Context: an optimization exercise on an open-source flow, tuned for small area. The choices shown serve that exercise and are no tape-out recipe. Only simulation tests tie the RTL to the original design; equivalence was not proved. No activity file was given, so power comes from the tool's default toggle rates.

==> zinc: inputs <==
## fp16_approx_systolic_array
module fp16_approx_systolic_array #(
    parameter SIZE = 8,
    parameter APPROX_MULT_BITS = 6,
    parameter APPROX_ALIGN = 4
)(
    input wire clk,
    input wire rst_n,
    input wire enable,
    input wire acc_clear,
    input wire [15:0] a_in_0,
    input wire [15:0] a_in_1,
    input wire [15:0] a_in_2,
    input wire [15:0] a_in_3,
    input wire [15:0] a_in_4,
    input wire [15:0] a_in_5,
    input wire [15:0] a_in_6,
    input wire [15:0] a_in_7,
    input wire [15:0] w_in_0,
    input wire [15:0] w_in_1,
    input wire [15:0] w_in_2,
    input wire [15:0] w_in_3,
    input wire [15:0] w_in_4,
    input wire [15:0] w_in_5,
    input wire [15:0] w_in_6,
    input wire [15:0] w_in_7,
    output wire [15:0] acc_out_00,
    output wire [15:0] acc_out_01,
    output wire [15:0] acc_out_02,
    output wire [15:0] acc_out_03,
    output wire [15:0] acc_out_04,
    output wire [15:0] acc_out_05,
    output wire [15:0] acc_out_06,
    output wire [15:0] acc_out_07,
    output wire [15:0] acc_out_10,
    output wire [15:0] acc_out_11,
    output wire [15:0] acc_out_12,
    output wire [15:0] acc_out_13,
    output wire [15:0] acc_out_14,
    output wire [15:0] acc_out_15,
    output wire [15:0] acc_out_16,
    output wire [15:0] acc_out_17,
    output wire [15:0] acc_out_20,
    output wire [15:0] acc_out_21,
    output wire [15:0] acc_out_22,
    output wire [15:0] acc_out_23,
    output wire [15:0] acc_out_24,
    output wire [15:0] acc_out_25,
    output wire [15:0] acc_out_26,
    output wire [15:0] acc_out_27,
    output wire [15:0] acc_out_30,
    output wire [15:0] acc_out_31,
    output wire [15:0] acc_out_32,
    output wire [15:0] acc_out_33,
    output wire [15:0] acc_out_34,
    output wire [15:0] acc_out_35,
    output wire [15:0] acc_out_36,
    output wire [15:0] acc_out_37,
    output wire [15:0] acc_out_40,
    output wire [15:0] acc_out_41,
    output wire [15:0] acc_out_42,
    output wire [15:0] acc_out_43,
    output wire [15:0] acc_out_44,
    output wire [15:0] acc_out_45,
    output wire [15:0] acc_out_46,
    output wire [15:0] acc_out_47,
    output wire [15:0] acc_out_50,
    output wire [15:0] acc_out_51,
    output wire [15:0] acc_out_52,
    output wire [15:0] acc_out_53,
    output wire [15:0] acc_out_54,
    output wire [15:0] acc_out_55,
    output wire [15:0] acc_out_56,
    output wire [15:0] acc_out_57,
    output wire [15:0] acc_out_60,
    output wire [15:0] acc_out_61,
    output wire [15:0] acc_out_62,
    output wire [15:0] acc_out_63,
    output wire [15:0] acc_out_64,
    output wire [15:0] acc_out_65,
    output wire [15:0] acc_out_66,
    output wire [15:0] acc_out_67,
    output wire [15:0] acc_out_70,
    output wire [15:0] acc_out_71,
    output wire [15:0] acc_out_72,
    output wire [15:0] acc_out_73,
    output wire [15:0] acc_out_74,
    output wire [15:0] acc_out_75,
    output wire [15:0] acc_out_76,
    output wire [15:0] acc_out_77
);
==> flow/config.mk <==
export PLATFORM = sky130hd
export DESIGN_NAME = fp16_approx_systolic_array
export DESIGN_NICKNAME = fp16_approx_systolic_array
export VERILOG_FILES = /design/flow/design.v
export SDC_FILE = /design/flow/constraint.sdc
export NUM_CORES = 8
export LEC_CHECK = 0
export CAP_MARGIN = 10
export CORE_MARGIN = 2
export CORE_UTILIZATION = 75
export GPL_TIMING_DRIVEN = 0
export PLACE_DENSITY = 0.85
export SLEW_MARGIN = 10
==> flow/constraint.sdc <==
create_clock -name core_clock -period 12.0 [get_ports {clk}]
set_input_delay 2.4000 -clock core_clock [delete_from_list [all_inputs] [get_ports {clk}]]
set_output_delay 2.4000 -clock core_clock [all_outputs]
set_load 0.01 [all_outputs]
standard.sh (not shown) runs the stock make flow with config.mk's settings and CLKGATE_MAP_FILE= SYNTH_SCRIPT=/design/flow/synth_recipe.tcl, a recipe that flattens the netlist after the stock synthesis.
==> flow/flow/run.sh <==
#!/bin/bash
# Own flow: the standard layout (standard.sh), with two changes in synthesis: Yosys's synth
# runs without its generic ABC pass (-noabc), and the final ABC technology mapping uses an
# area-oriented script (flow/area.abc) instead of ORFS's abc_speed/abc_area scripts. Everything
# else (the Yosys passes, the registers, and every layout step) is the standard flow's, except
# for the clock tree synthesis options (cts_args below), the port buffers' cell and buffer trees
# for the high-fanout signal nets, built before repair_design (flow/pre_resize.tcl).
set -euo pipefail
here=$(pwd)
# synth_recipe.tcl with the abc command's -script argument replaced
{
  cat <<TCL
proc abc {args} {
  set i [lsearch -exact \$args -script]
  if {\$i >= 0} { lset args [expr {\$i + 1}] {$here/flow/area.abc} }
  puts "own flow: abc -script [lindex \$args [expr {\$i + 1}]]"
  yosys abc {*}\$args
}
TCL
  head -n 1 synth_recipe.tcl
  # replaces synth_recipe.tcl's synth (its first line) with one that also skips the generic ABC
  # pass inside synth's fine stage, so that extract_fa sees the adders as written
  echo 'proc synth {args} { yosys synth -nofsm -noshare -noabc {*}$args }'
  tail -n +2 synth_recipe.tcl
} > own_synth.tcl
# clock tree: larger sink clusters and no dummy loads (fewer clock buffers)
cts_args="-sink_clustering_enable -repair_clock_nets -dont_use_dummy_load -sink_clustering_size 25 -sink_clustering_max_diameter 120"
bash standard.sh SYNTH_SCRIPT="$here/own_synth.tcl" synth > synth.log 2>&1
# every input and output port still gets its buffer, the smallest one (buf_1)
# before repair_design: buffer trees for the high-fanout nets (flow/pre_resize.tcl)
bash standard.sh SYNTH_SCRIPT="$here/own_synth.tcl" CTS_ARGS="$cts_args" \
  BUFFER_PORTS_ARGS="-buffer_cell sky130_fd_sc_hd__buf_1" PRE_RESIZE_TCL="$here/flow/pre_resize.tcl" \
  finish > layout.log 2>&1
==> flow/flow/hf_tree.tcl <==
# Buffer trees for the high-fanout signal nets of the placed design, built before repair_design:
# each net's loads are grouped by a grid over the core (about 16 loads per occupied cell), each
# occupied cell gets a leaf buffer at its loads' centre, and when there are many leaves they are
# grouped again (3 x 3 cells per region) under region buffers. repair_design then only has to
# fix what is left, instead of chaining buffers along the nets.
proc my_fanout {net} {
  set n 0
  foreach it [$net getITerms] { if {[$it isInputSignal]} { incr n } }
  return $n
}

proc my_is_global_gate {inst min_loads} {
  global my_global_gates
  return [info exists my_global_gates([$inst getName])]
}

proc my_tree_net {net leaf_cell mid_cell tag min_loads} {
  set db [ord::get_db]
  set block [ord::get_db_block]
  set loads {}
  set kept 0
  foreach it [$net getITerms] {
    if {![$it isInputSignal]} continue
    if {[my_is_global_gate [$it getInst] $min_loads]} { incr kept; continue }
    lappend loads $it
  }
  set nl [llength $loads]
  set G [expr {max(1, int(round(sqrt($nl / 16.0))))}]
  set G2 3
  set G1 [expr {max(1, int(ceil(double($G) / $G2)))}]
  set G [expr {$G1 * $G2}]
  set core [$block getCoreArea]
  set x0 [$core xMin]; set y0 [$core yMin]; set x1 [$core xMax]; set y1 [$core yMax]
  set dx [expr {double($x1 - $x0) / $G}]; set dy [expr {double($y1 - $y0) / $G}]
  array set cell {}
  foreach it $loads {
    set loc [[$it getInst] getLocation]
    set x [lindex $loc 0]; set y [lindex $loc 1]
    set i [expr {min($G - 1, max(0, int(($x - $x0) / $dx)))}]
    set j [expr {min($G - 1, max(0, int(($y - $y0) / $dy)))}]
    lappend cell($i,$j) [list $it $x $y]
  }
  array set region {}
  set n 0
  foreach key [array names cell] {
    lassign [split $key ,] i j
    set sx 0; set sy 0; set k 0
    foreach e $cell($key) { set sx [expr {$sx + [lindex $e 1]}]; set sy [expr {$sy + [lindex $e 2]}]; incr k }
    set cx [expr {int($sx / $k)}]; set cy [expr {int($sy / $k)}]
    set inst [odb::dbInst_create $block [$db findMaster $leaf_cell] "my_tree_${tag}_l${i}_${j}"]
    set ln [odb::dbNet_create $block "my_tree_${tag}_n${i}_${j}"]
    $ln setSigType SIGNAL
    foreach e $cell($key) {
      set it [lindex $e 0]
      $it disconnect
      $it connect $ln
    }
    [$inst findITerm X] connect $ln
    [$inst findITerm A] connect $net
    $inst setLocation $cx $cy
    $inst setPlacementStatus PLACED
    lappend region([expr {$i / $G2}],[expr {$j / $G2}]) [list $inst $cx $cy]
    incr n
  }
  set m 0
  if {$n > 9} {
    foreach key [array names region] {
      if {[llength $region($key)] < 2} continue
      set sx 0; set sy 0; set k 0
      foreach e $region($key) { set sx [expr {$sx + [lindex $e 1]}]; set sy [expr {$sy + [lindex $e 2]}]; incr k }
      set cx [expr {int($sx / $k)}]; set cy [expr {int($sy / $k)}]
      lassign [split $key ,] i j
      set inst [odb::dbInst_create $block [$db findMaster $mid_cell] "my_tree_${tag}_m${i}_${j}"]
      set mn [odb::dbNet_create $block "my_tree_${tag}_mn${i}_${j}"]
      $mn setSigType SIGNAL
      foreach e $region($key) {
        set li [lindex $e 0]
        [$li findITerm A] disconnect
        [$li findITerm A] connect $mn
      }
      [$inst findITerm X] connect $mn
      [$inst findITerm A] connect $net
      $inst setLocation $cx $cy
      $inst setPlacementStatus PLACED
      incr m
    }
  }
  puts "my_tree: [$net getName]: $nl loads, $n leaf and $m region buffers, $kept global gates kept on the root"
}

proc my_trees {min_loads leaf_cell mid_cell} {
  set block [ord::get_db_block]
  set todo {}
  foreach net [$block getNets] {
    if {[$net getSigType] ne "SIGNAL"} continue
    set n 0
    foreach it [$net getITerms] { if {[$it isInputSignal]} { incr n } }
    if {$n >= $min_loads} { lappend todo $net }
  }
  # cells driving such nets, found before any net is split: kept on the root of their input
  # trees, so that a signal derived from another high-fanout one is not delayed twice
  global my_global_gates
  array unset my_global_gates
  foreach net $todo {
    foreach it [$net getITerms] {
      if {[$it isOutputSignal]} { set my_global_gates([[$it getInst] getName]) 1 }
    }
  }
  set t 0
  foreach net $todo { my_tree_net $net $leaf_cell $mid_cell $t $min_loads; incr t }
}
==> flow/flow/pre_resize.tcl <==
# PRE_RESIZE hook: buffer trees for the high-fanout signal nets (see hf_tree.tcl), built from the
# global placement before repair_design.
source [file join [file dirname [info script]] hf_tree.tcl]
my_trees 40 sky130_fd_sc_hd__buf_4 sky130_fd_sc_hd__buf_8
Other scripts of this flow, unchanged in this note and not shown: flow/flow/area.abc
==> delta (differences from zinc) <==
--- a/flow/flow/run.sh
+++ b/flow/flow/run.sh
@@ -25,5 +25,5 @@
 } > own_synth.tcl
 # clock tree: larger sink clusters and no dummy loads (fewer clock buffers)
-cts_args="-sink_clustering_enable -repair_clock_nets -dont_use_dummy_load -sink_clustering_size 25 -sink_clustering_max_diameter 120"
+cts_args="-sink_clustering_enable -repair_clock_nets -dont_use_dummy_load -sink_clustering_size 20 -sink_clustering_max_diameter 100"
 bash standard.sh SYNTH_SCRIPT="$here/own_synth.tcl" synth > synth.log 2>&1
 # every input and output port still gets its buffer, the smallest one (buf_1)
--- a/flow/flow/hf_tree.tcl
+++ b/flow/flow/hf_tree.tcl
@@ -110,2 +110,16 @@
   foreach net $todo { my_tree_net $net $leaf_cell $mid_cell $t $min_loads; incr t }
 }
+
+# Gives the buffer that buffer_ports put on a port another (buffer) master.
+proc my_port_buffer {port cell} {
+  set db [ord::get_db]
+  set block [ord::get_db_block]
+  set net [[$block findBTerm $port] getNet]
+  foreach it [$net getITerms] {
+    if {[$it isInputSignal]} {
+      set inst [$it getInst]
+      puts "my_port_buffer: [$inst getName] [[$inst getMaster] getName] -> $cell"
+      $inst swapMaster [$db findMaster $cell]
+    }
+  }
+}
--- a/flow/flow/pre_resize.tcl
+++ b/flow/flow/pre_resize.tcl
@@ -2,3 +2,5 @@
 # global placement before repair_design.
 source [file join [file dirname [info script]] hf_tree.tcl]
+# the enable port's buffer drives the root of the largest tree: a stronger one (still a buffer)
+my_port_buffer enable sky130_fd_sc_hd__buf_8
 my_trees 40 sky130_fd_sc_hd__buf_4 sky130_fd_sc_hd__buf_8
--- a/flow/config.mk
+++ b/flow/config.mk
@@ -8,6 +8,7 @@
 export CAP_MARGIN = 10
 export CORE_MARGIN = 2
-export CORE_UTILIZATION = 75
+export CORE_UTILIZATION = 70
 export GPL_TIMING_DRIVEN = 0
-export PLACE_DENSITY = 0.85
+export PLACE_DENSITY = 0.8
+export SETUP_SLACK_MARGIN = 0.2
 export SLEW_MARGIN = 10
==> run notes <==
Wire length on met1: delta 260000 µm; zinc 250000 µm
Post-place setup slack: delta -410 ps; zinc -340 ps
Met3 global-route usage: delta 9.56%; zinc 11.3%
Fraction of area in multi-input gates: delta 56.6%; zinc 56.8%
Area of all placed cells without fillers: delta 263000 µm²; zinc 262000 µm²
Combinational-cell power consumption: delta 47.7 mW; zinc 48.1 mW
Average vias per placed instance: delta 6.53; zinc 6.76
Clk Latency, worst-skew pair: delta 990 ps; zinc 940 ps
Die area: delta 353000 µm²; zinc 330000 µm²
Final Critical Period: delta 11350 ps; zinc 11630 ps
Result of the run: delta timing/DRC/antenna clean; zinc timing/DRC/antenna clean
Maximum clock skew at final layout: delta 69.5 ps; zinc 78.1 ps
Ratio of final minimum period to clock period: delta 94.6%; zinc 96.9%
Highest ir drop seen on vdd: delta 0.000272 V; zinc 0.000282 V
Net switching power: delta 35.4 mW; zinc 35.8 mW
Clk pin slew, worst setup/hold paths: delta 90 ps; zinc 110 ps
Width of the chip: delta 594 µm; zinc 574 µm
Number of antenna violations at the first check in global routing: delta 49; zinc 43
Cell Int Power: delta 36.7 mW; zinc 36.2 mW
Non-clock buffer share of cell area: delta 2.98%; zinc 3.02%
Relative contribution of sequential cells to total power: delta 25.0%; zinc 25.1%
Sum of met3 wire segment lengths after detailed routing: delta 73400 µm; zinc 84100 µm

## separate check: timing with driven ports
The flow's constraints put no driver on any port. The routed layouts listed below were extracted and timed again, unchanged, in two steps. Step 1 assumes that a clkbuf_16 drives the clock port and a buf_2 every other input. Step 2 moves the port delays by t, midway between the first and last clock arrival at a register: inputs arrive t later, outputs are due t later. That takes back most of the time a late clock gives input paths. Three values: no drivers, after step 1, after step 2; two values: the first two.
| run | t, ns | setup WS [ns] | worst setup path after step 2 | clock arrival spread, ns |
|---|---|---|---|---|
| zinc | 1.031 | 0.372 / 0.478 / -0.553 | input to register | 0.088 / 0.088 |
| delta | 1.077 | 0.648 / 0.741 / -0.336 | input to register | 0.087 / 0.086 |
With both steps, setup timing fails in zinc and delta, where it was met with ideal ports. For delta, which loses most, drivers alone change the setup slack by +0.093 ns; drivers and shift together by -0.984 ns.
